Background: an optimization exercise with open tools, aiming at small area. Do not read the settings as production practice.
Function was checked by simulation only, so behaviour that the tests miss may differ from the original.
Power figures rest on the tool's default switching activity, not on a simulated workload.

==> flow/design.v (outline; a module is shown in full before it is edited, if it fits) <==
// module csm_fa: 4 lines
// module csm_ha: 4 lines
// module csm_hc: 4 lines
// module fir_csm: 1091 lines
module fir_csm #(
    parameter N = 16
)(
    input wire clk,
    input wire rst,
    input wire data_valid,
    input wire signed [15:0] x_in,
    output wire signed [31:0] y_out
);
  // ...
==> flow/run.sh <==
#!/bin/bash
# synth_recipe.tcl (not shown) runs the flow's synth.tcl, then flattens the netlist and writes it again
# the make line also repeats each setting of config.mk as NAME=value (left out here)
make -C /OpenROAD-flow-scripts/flow DESIGN_CONFIG=/design/flow/config.mk WORK_HOME=/design/flow/orfs CLKGATE_MAP_FILE= SYNTH_SCRIPT=/design/flow/synth_recipe.tcl finish
==> flow/config.mk <==
export PLATFORM = sky130hd
export DESIGN_NAME = fir_csm
export DESIGN_NICKNAME = fir_csm
export VERILOG_FILES = /design/flow/design.v
export SDC_FILE = /design/flow/constraint.sdc
export NUM_CORES = 4
export LEC_CHECK = 0
export CAP_MARGIN = 20
export CORE_MARGIN = 2
export CORE_UTILIZATION = 40
export CTS_BUF_LIST = sky130_fd_sc_hd__clkbuf_2 sky130_fd_sc_hd__clkbuf_4
export CTS_CLUSTER_SIZE = 30
export PLACE_DENSITY = 0.6
export SLEW_MARGIN = 20
export SYNTH_HIERARCHICAL = 1
==> flow/constraint.sdc <==
create_clock -name core_clock -period 10.0 [get_ports {clk}]
set_input_delay 2.0000 -clock core_clock [delete_from_list [all_inputs] [get_ports {clk}]]
set_output_delay 2.0000 -clock core_clock [all_outputs]
set_load 0.01 [all_outputs]
==> impl_metrics.py, run 1 <==
metrics = {
    "synth": {
        "synth_common_cells": "367 x fa_1, 232 x edfxtp_1, 115 x inv_1",
        "synth-async-reset-ratio_pct": 6.752,
        "synth.area.top_cells": "fa_1 37%, edfxtp_1 35%, ha_1 6.4%",
        "syn_inst": 1271,
        "synth_top_area_cell": "fa_1",
    },
    "critical_path": {
        "worstRegToRegCells": 19,
        "path_buf_inv": 0,
        "start_kind": "flop",
        "worstPathCellList": "fa_1, fa_1, fa_1, fa_1, fa_1, fa_1, fa_1, fa_1, fa_1, fa_1, fa_1, fa_1, fa_1, fa_1, fa_1, fa_1, fa_1, fa_1, ha_1",
    },
    "global_route": {
        "use_met1_pct": 21.25,
        "grt_usage_pct": 15.25,
        "first_global_vias": 11136,
        "grt-busiest-layer": "met2",
        "grt_pass1_wl_um": 59580,
        "use_met3_pct": 3.434,
        "grt_max_degree": 78,
    },
    "timing": {
        "max_freq_mhz": 113.2,
        "finalCritPeriodShare_pct": 88.30,
        "final_max_slew_viol_count": 0,
    },
    "final_layout": {
        "clock_buffers": 130,
        "clockNetworkAreaShare_pct": 5.205,
        "layout_commonest_cell": "fa_1",
        "dominant-cell-class": "multi-input gates",
        "sh_seq_area_pct": 38.95,
    },
    "route": {
        "drc": 0,
        "drtIter0Drc": 445,
        "top_layer_used": "met4",
        "via_per_inst": 4.564,
    },
    "pwr": {
        "switching_share_pct": 36.93,
        "power-top-group": "combinational logic",
        "seq-power_uw": 2710,
    },
    "cts": {
        "cts_setup_buffers": 0,
        "cts_tree": "done",
    },
    "worst_hold_path": {
        "worstHoldPathType": "flop to flop",
    },
    "placement": {
        "hpwl_um": 24810,
        "gp_congestion": 0.7951,
    },
    "job": {
        "maxCapViolations": 0,
    },
    "run_status": {
        "outcome": "complete, no violations",
    },
}
==> inputs of run 2 (changes only) <==
--- a/flow/config.mk
+++ b/flow/config.mk
@@ -8,8 +8,6 @@
 export CAP_MARGIN = 20
 export CORE_MARGIN = 2
 export CORE_UTILIZATION = 40
-export CTS_BUF_LIST = sky130_fd_sc_hd__clkbuf_2 sky130_fd_sc_hd__clkbuf_4
-export CTS_CLUSTER_SIZE = 30
 export PLACE_DENSITY = 0.6
 export SLEW_MARGIN = 20
 export SYNTH_HIERARCHICAL = 1
==> run 2 against run 1 <==
Effect of this change:
- critical endpoint unchanged
- combinational power is essentially flat
- die area is the same
- cell count shrank 4.7%
- still clean on timing, DRC and antenna
==> impl_metrics.py, run 2 <==
metrics = {
    "run_status": {
        "outcome": "complete, no violations",
    },
    "global_route": {
        "grt_overflow_total": 0,
        "first_global_vias": 10658,
        "antenna_found_initial": 0,
        "grt_usage_pct": 14.80,
        "grt_pass1_wl_um": 58410,
        "grt_max_degree": 78,
    },
    "synth": {
        "synth_most_common_cell": "fa_1",
        "ys_seq_elements": 311,
        "synth_edf_count": 232,
        "synth_seq_area_share_pct": 43.56,
        "synth-async-reset-ratio_pct": 6.752,
        "synth.area.top_cells": "fa_1 37%, edfxtp_1 35%, ha_1 6.4%",
        "syn_inst": 1271,
        "synth_ff_type": "edfxtp_1",
        "synth_common_cells": "367 x fa_1, 232 x edfxtp_1, 115 x inv_1",
        "yosys_warnings": 7,
        "syn_area_um2": 19870,
        "synth_cell_types": 43,
        "synth_top_area_cell": "fa_1",
        "syn_avg_cell_area_um2": 15.63,
        "synth_top_area_share_pct": 36.98,
        "synth_nets": 1759,
    },
    "placement": {
        "numPortBuffers": 50,
        "dp_slack_ns": 1.170,
        "hpwl_um": 24810,
        "gp_congestion": 0.7951,
    },
    "timing": {
        "layout_min_cycle_time_ns": 8.767,
        "skew_ns": 0.01614,
        "final_max_slew_viol_count": 0,
        "hold_viol_final": 0,
        "finalWorstSetupSlack_ns": 1.233,
        "relSlewSlack_pct": 35.59,
        "rsz0062_at_grt": "no",
        "setup_viol": 0,
        "tightest_slew_ns": 0.9662,
        "max_freq_mhz": 114.1,
        "finalCritPeriodShare_pct": 87.67,
        "setup_tns_ns": 0,
    },
    "cts": {
        "numCtsBuffers": 38,
        "cts_tree": "done",
        "cts.repair.resized": 0,
        "cts_hold_buffers": 0,
        "clock_latency_ns": 0.55,
        "cts_setup_buffers": 0,
        "clkSinkCount": 311,
        "cts_root_buf": "clkbuf_16",
        "clk_path_buf_depth": 3,
        "clkSlewWorstSetupHoldPaths_ns": 0.06,
        "htreeDepth": 2,
    },
    "job": {
        "maxCapViolations": 0,
    },
    "critical_path": {
        "r2r_setup_slack_ns": 1.23,
        "critPathRequiredTime_ns": 10.29,
        "reg2reg_from": "xc[7]",
        "endpoint_kind": "flop",
        "r2r-end": "r7[15]",
        "path_class": "flop to flop",
        "start_kind": "flop",
        "crit_arrival_ns": 9.06,
        "cp_max_fo": 8,
        "worstRegToRegCells": 19,
    },
    "route": {
        "postRouteAntennaNets": 0,
        "top_layer_used": "met4",
        "routedWlPerCell_um": 17.06,
        "met2_length_um": 16510,
        "vias": 9395,
        "first_pass_iters": 4,
        "drc": 0,
        "via_per_inst": 4.644,
        "drtIter0Drc": 555,
        "wl_met1_um": 16020,
        "drt_wl_total_um": 34510,
        "dr_wl_met3_um": 1176,
    },
    "pwr": {
        "p_comb_share_pct": 50.2,
        "seqPwrFrac_pct": 32.8,
        "internal_power_uw": 5312,
        "p_switching_uw": 2958,
        "p_leak_uw": 0.008886,
        "total_power_uw": 8269,
        "switching_share_pct": 35.77,
        "ir_drop_mv": 0.1563,
        "clkPwrFrac_pct": 17.0,
        "power.density_nw_per_um2": 369.3,
    },
    "floorplan": {
        "fp.coreArea_um2": 48950,
        "die_x_um": 226.9,
        "rows": 81,
        "start_util_pct": 40.59,
        "die_h_um": 226.9,
        "io_pins": 51,
        "die_area_um2": 51470,
    },
    "worst_hold_path": {
        "hold_path_depth": 0,
        "worstHoldPathType": "flop to flop",
        "hold_start": "xa[1]",
        "holdPathEnd": "xb[1]",
    },
    "final_layout": {
        "syn2layout_area_growth_pct": 12.71,
        "regArea_um2": 8670,
        "antennaDiodeCount": 0,
        "multi_input_area_um2": 10550,
        "final_nets": 1818,
        "layout-drive-gt1-share_pct": 6.549,
        "final_cell_mix": "367 x fa_1, 232 x edfxtp_1, 114 x inv_1",
        "fill_cells": 4331,
        "layout_commonest_cell": "fa_1",
    },
}
-- run 2: cell counts after synthesis --
Identical to the previous run, type by type.
-- run 2: kinds of logic after synthesis --
group	synth area share [%]
flops	43.56
buf+inv	3.369
fa+ha+maj	43.45
simple gates	7.015
compound gates	2.210
xor+xnor	0.3967
-- run 2: metrics by stage --
stage,area [um2],hold slack [ns],cells,utilization (%)
finish,22390,0.3169,2023,45.75
global route,22390,0.3282,2023,45.75
CTS,22390,0.3209,2023,45.75
detailed placement,21100,0.3121,1954,43.10
global placement,21100,0.3117,1954,43.10
floorplan,19870,0.3096,1271,-
-- run 2: per-module statistics from Yosys, one instance, submodules excluded --
module	cells inside	cell area [um2]
csm_ha	1	12.51
fir_csm	802	11250
csm_fa	1	20.02
-- run 2: final cells by class --
cell class	count	share of cell area (%)
clock buffers	55	5.246
multi-input cells	798	47.09
clock inverters	14	0.5420
repair buffers	66	2.771
inverters	115	1.928
well taps	664	3.710
flip-flops and latches	311	38.71
-- run 2: critical path, stage by stage (launching register included) --
cell and delay [ns]:
dfxtp_1 0.66, fa_1 0.55, fa_1 0.55, fa_1 0.43, fa_1 0.49, fa_1 0.41
fa_1 0.39, fa_1 0.44, fa_1 0.41, fa_1 0.40, fa_1 0.40, fa_1 0.39
fa_1 0.39, fa_1 0.39, fa_1 0.38, fa_1 0.39, fa_1 0.39, fa_1 0.38
fa_1 0.38, ha_1 0.27
-- run 2: how the worst max path moves through the flow --
stage,from,endpoint,slack (ns),cells past startpoint
detailed placement,xc[7],r7[15],1.17,19
CTS,xc[7],r7[15],1.16,19
floorplan,xc[14],r7[15],0.27,19
global route,xc[7],r7[15],0.88,19
global placement,xc[7],r7[15],1.25,19
finish,xc[7],r7[15],1.23,19
-- run 2: power by group through the flow --
stage	registers [uW]	clock network, uW	logic (uW)
global route	2770	1500	4930
CTS	2720	1450	4370
finish	2710	1400	4150
global placement	2740	0	4220
detailed placement	2740	0	4280
floorplan	2720	0	2790
-- run 2: metal layers --
layer  vias to the layer above  GRT usage, %
li1                       4257             -
met1                      4987         21.66
met2                       100         22.77
met3                        51         2.281
met4                         0         4.733
met5                         -             0
==> inputs of run 3 (changes only) <==
--- a/flow/config.mk
+++ b/flow/config.mk
@@ -8,6 +8,7 @@
 export CAP_MARGIN = 20
 export CORE_MARGIN = 2
 export CORE_UTILIZATION = 40
+export CTS_BUF_LIST = sky130_fd_sc_hd__clkbuf_4
 export PLACE_DENSITY = 0.6
 export SLEW_MARGIN = 20
 export SYNTH_HIERARCHICAL = 1
==> run 3 against run 2 <==
Effect of this change:
- register-to-register slack got worse by 0.06 ns
- setup slack got worse by 0.063 ns
- utilization decreased by 0.28 points
- flip-flop and latch count unchanged
- hold slack got worse by 0.024 ns
- via count increased by 3.1%
- maximum frequency decreased by 0.72%
- critical path type unchanged
- largest power group unchanged
- highest routed layer unchanged
==> impl_metrics.py, run 3 <==
metrics = {
    "critical_path": {
        "critPathRequiredTime_ns": 10.53,
        "r2r_setup_slack_ns": 1.17,
        "cp_max_fo": 8,
        "crit_start": "xc[7]",
        "worstRegToRegCells": 19,
        "path_class": "flop to flop",
        "reg2reg_from": "xc[7]",
        "r2r-end": "r7[15]",
        "cp-endpoint": "r7[15]",
        "endpoint_kind": "flop",
        "crit_arrival_ns": 9.36,
        "start_kind": "flop",
    },
    "route": {
        "drc": 0,
        "via_per_inst": 4.564,
        "routedWlPerCell_um": 16.68,
        "drt_wl_total_um": 35390,
        "first_pass_iters": 4,
        "postRouteAntennaNets": 0,
        "drtIter0Drc": 445,
        "vias": 9684,
    },
    "global_route": {
        "first_global_vias": 11136,
        "grt_overflow_total": 0,
        "grt_max_degree": 78,
        "antenna_found_initial": 1,
        "grt_usage_pct": 15.25,
        "grt_pass1_wl_um": 59580,
    },
    "floorplan": {
        "die_area_um2": 51470,
        "die_h_um": 226.9,
        "io_pins": 51,
        "rows": 81,
        "start_util_pct": 40.59,
        "die_x_um": 226.9,
        "fp.coreArea_um2": 48950,
    },
    "timing": {
        "whs_ns": 0.2926,
        "tightest_slew_ns": 0.9667,
        "setup_tns_ns": 0,
        "finalCritPeriodShare_pct": 88.30,
        "rsz0062_at_grt": "no",
        "skew_ns": 0.06068,
        "final_max_slew_viol_count": 0,
        "layout_min_cycle_time_ns": 8.830,
        "hold_viol_final": 0,
        "finalWorstSetupSlack_ns": 1.170,
        "max_freq_mhz": 113.2,
        "relSlewSlack_pct": 35.55,
        "setup_viol": 0,
    },
    "synth": {
        "synth_adder_area_share_pct": 43.45,
        "synth_edf_count": 232,
        "synthSimpleGateAreaFrac_pct": 7.015,
        "syn_area_um2": 19870,
        "synth_xor_area_share_pct": 0.3967,
        "synth_nets": 1759,
        "synth_ff_type": "edfxtp_1",
        "ys_seq_elements": 311,
        "synth_common_cells": "367 x fa_1, 232 x edfxtp_1, 115 x inv_1",
        "synth_compound_area_share_pct": 2.210,
        "synth_seq_area_share_pct": 43.56,
        "synth.area.top_cells": "fa_1 37%, edfxtp_1 35%, ha_1 6.4%",
        "synthMuxAreaShare_pct": 0,
        "syn_avg_cell_area_um2": 15.63,
        "synth_cell_types": 43,
        "synth-async-reset-ratio_pct": 6.752,
        "synth_top_family_by_area": "adder cells",
        "synth_top_area_cell": "fa_1",
        "synth_top_area_share_pct": 36.98,
        "synth_most_common_cell": "fa_1",
        "yosys_warnings": 7,
        "syn_inst": 1271,
    },
    "final_layout": {
        "fin_area_um2": 22260,
        "final_cell_mix": "367 x fa_1, 232 x edfxtp_1, 130 x clkbuf_4",
        "fill_cells": 4399,
        "syn2layout_area_growth_pct": 12.03,
        "layout_commonest_cell": "fa_1",
        "layout-drive-gt1-share_pct": 11.81,
        "stdcell_count": 2122,
        "final_nets": 1871,
    },
    "pwr": {
        "power.density_nw_per_um2": 362.7,
        "ir_drop_mv": 0.1279,
        "p_leak_uw": 0.008948,
    },
    "cts": {
        "clk_path_buf_depth": 3,
        "clkSinkCount": 311,
        "numCtsBuffers": 91,
        "clkSlewWorstSetupHoldPaths_ns": 0.06,
        "cts.repair.resized": 0,
        "cts_tree": "done",
        "clock_latency_ns": 0.83,
        "htreeDepth": 3,
        "cts_root_buf": "clkbuf_4",
        "cts_hold_buffers": 0,
        "cts_setup_buffers": 0,
    },
    "job": {
        "maxCapViolations": 0,
    },
    "placement": {
        "numPortBuffers": 50,
        "hpwl_um": 24810,
        "gp_congestion": 0.7951,
        "dp_slack_ns": 1.170,
        "placed_cells": 1954,
        "place_area_um2": 21100,
    },
    "worst_hold_path": {
        "worstHoldPathType": "flop to flop",
    },
    "run_status": {
        "outcome": "complete, no violations",
    },
}
==> run 3: cell counts after synthesis <==
No cell type changed its count.
==> run 3: worst max-delay path, stage by stage (launching register included) <==
cell	delay [ns]
dfxtp_1	0.67
fa_1	0.56
fa_1	0.55
fa_1	0.43
fa_1	0.49
fa_1	0.41
fa_1	0.39
fa_1	0.44
fa_1	0.41
fa_1	0.40
fa_1	0.39
fa_1	0.39
fa_1	0.39
fa_1	0.39
fa_1	0.40
fa_1	0.40
fa_1	0.40
fa_1	0.38
fa_1	0.38
ha_1	0.27
==> run 3: cell families (layout without fill, tap and decap cells) <==
group,after synthesis,after routing
buffers and inverters,162,348
AOI/OAI and AO/OA,66,66
xor gates and xnor gates,9,9
other,0,1
adders and majority gates,470,470
and+or+nand+nor,253,253
DFF,311,311
==> run 3: where the power goes <==
part	switching [uW]	total [uW]	internal, uW
Combinational	2250	4160	1910
Sequential	158	2710	2560
Clock	574	1200	628
==> run 3: stage by stage <==
stage               util [%]  total power [uW]
floorplan                  -              5505
global placement       43.10              6965
detailed placement     43.10              7023
CTS                    45.47              8365
global route           45.47              9039
finish                 45.47              8072
==> run 3: worst min path at each step <==
stage / endpoint / startpoint / cells after the start
global placement: xb[9] / xa[9] / 0
CTS: xb[1] / xa[1] / 0
finish: xb[1] / xa[1] / 0
global route: xb[1] / xa[1] / 0
floorplan: xb[0] / xa[0] / 0
detailed placement: xb[11] / xa[11] / 0
==> run 3: modules after synthesis, one instance, submodules excluded <==
module,area [um2],flip-flops and latches
fir_csm,11250,311
csm_fa,20.02,0
csm_ha,12.51,0
==> run 3: final cells by class <==
cell class                      instances  area (um2)  share of cell area, %
Multi-Input combinational cell        798       10550                  47.37
Tap cell                              664       830.8                  3.732
Clock inverter                         37       182.7                 0.8207
Antenna cell                            1       2.502                0.01124
Inverter                              115       431.7                  1.939
Clock buffer                          130       975.9                  4.384
Timing Repair Buffer                   66       620.6                  2.788
Sequential cell                       311        8670                  38.95
==> run 3: routing by layer <==
metal  share of wire, %  vias up  global-route usage, %
li1                   -     4434                      -
met3                3.9       58                  3.434
met5                  0        -                      0
met4                2.2        0                  6.048
met2                 48      127                  23.31
met1                 46     5065                  21.25

separate check: timing with driven ports:
In the flow no input, the clock included, has a driving cell. The finished layouts below were timed again as built, in two steps.
Step 1: set_driving_cell puts a clkbuf_16 on clk and a buf_2 on each other input, an assumption about the parent block.
Step 2 moves the port delays by t, midway between the first and last clock arrival at a register: inputs arrive t later, outputs are due t later. That takes back most of the time a late clock gives input paths.
Slacks: ideal ports / drivers / drivers and shift; pairs: ideal ports / drivers.
| run | t (ns) | setup slack, ns | worst hold slack (ns) | worst setup path at the end | latest minus earliest clock arrival (ns) |
|---|---|---|---|---|---|
| run 1 | 0.855 | 1.170 / 1.170 / 1.170 | 0.293 / 0.293 / 0.293 | register to register | 0.061 / 0.061 |
| run 2 | 0.601 | 1.233 / 1.233 / 1.233 | 0.317 / 0.317 / 0.317 | register to register | 0.017 / 0.017 |
| run 3 | 0.855 | 1.170 / 1.170 / 1.170 | 0.293 / 0.293 / 0.293 | register to register | 0.061 / 0.061 |
After both steps setup and hold are still met in every run listed.
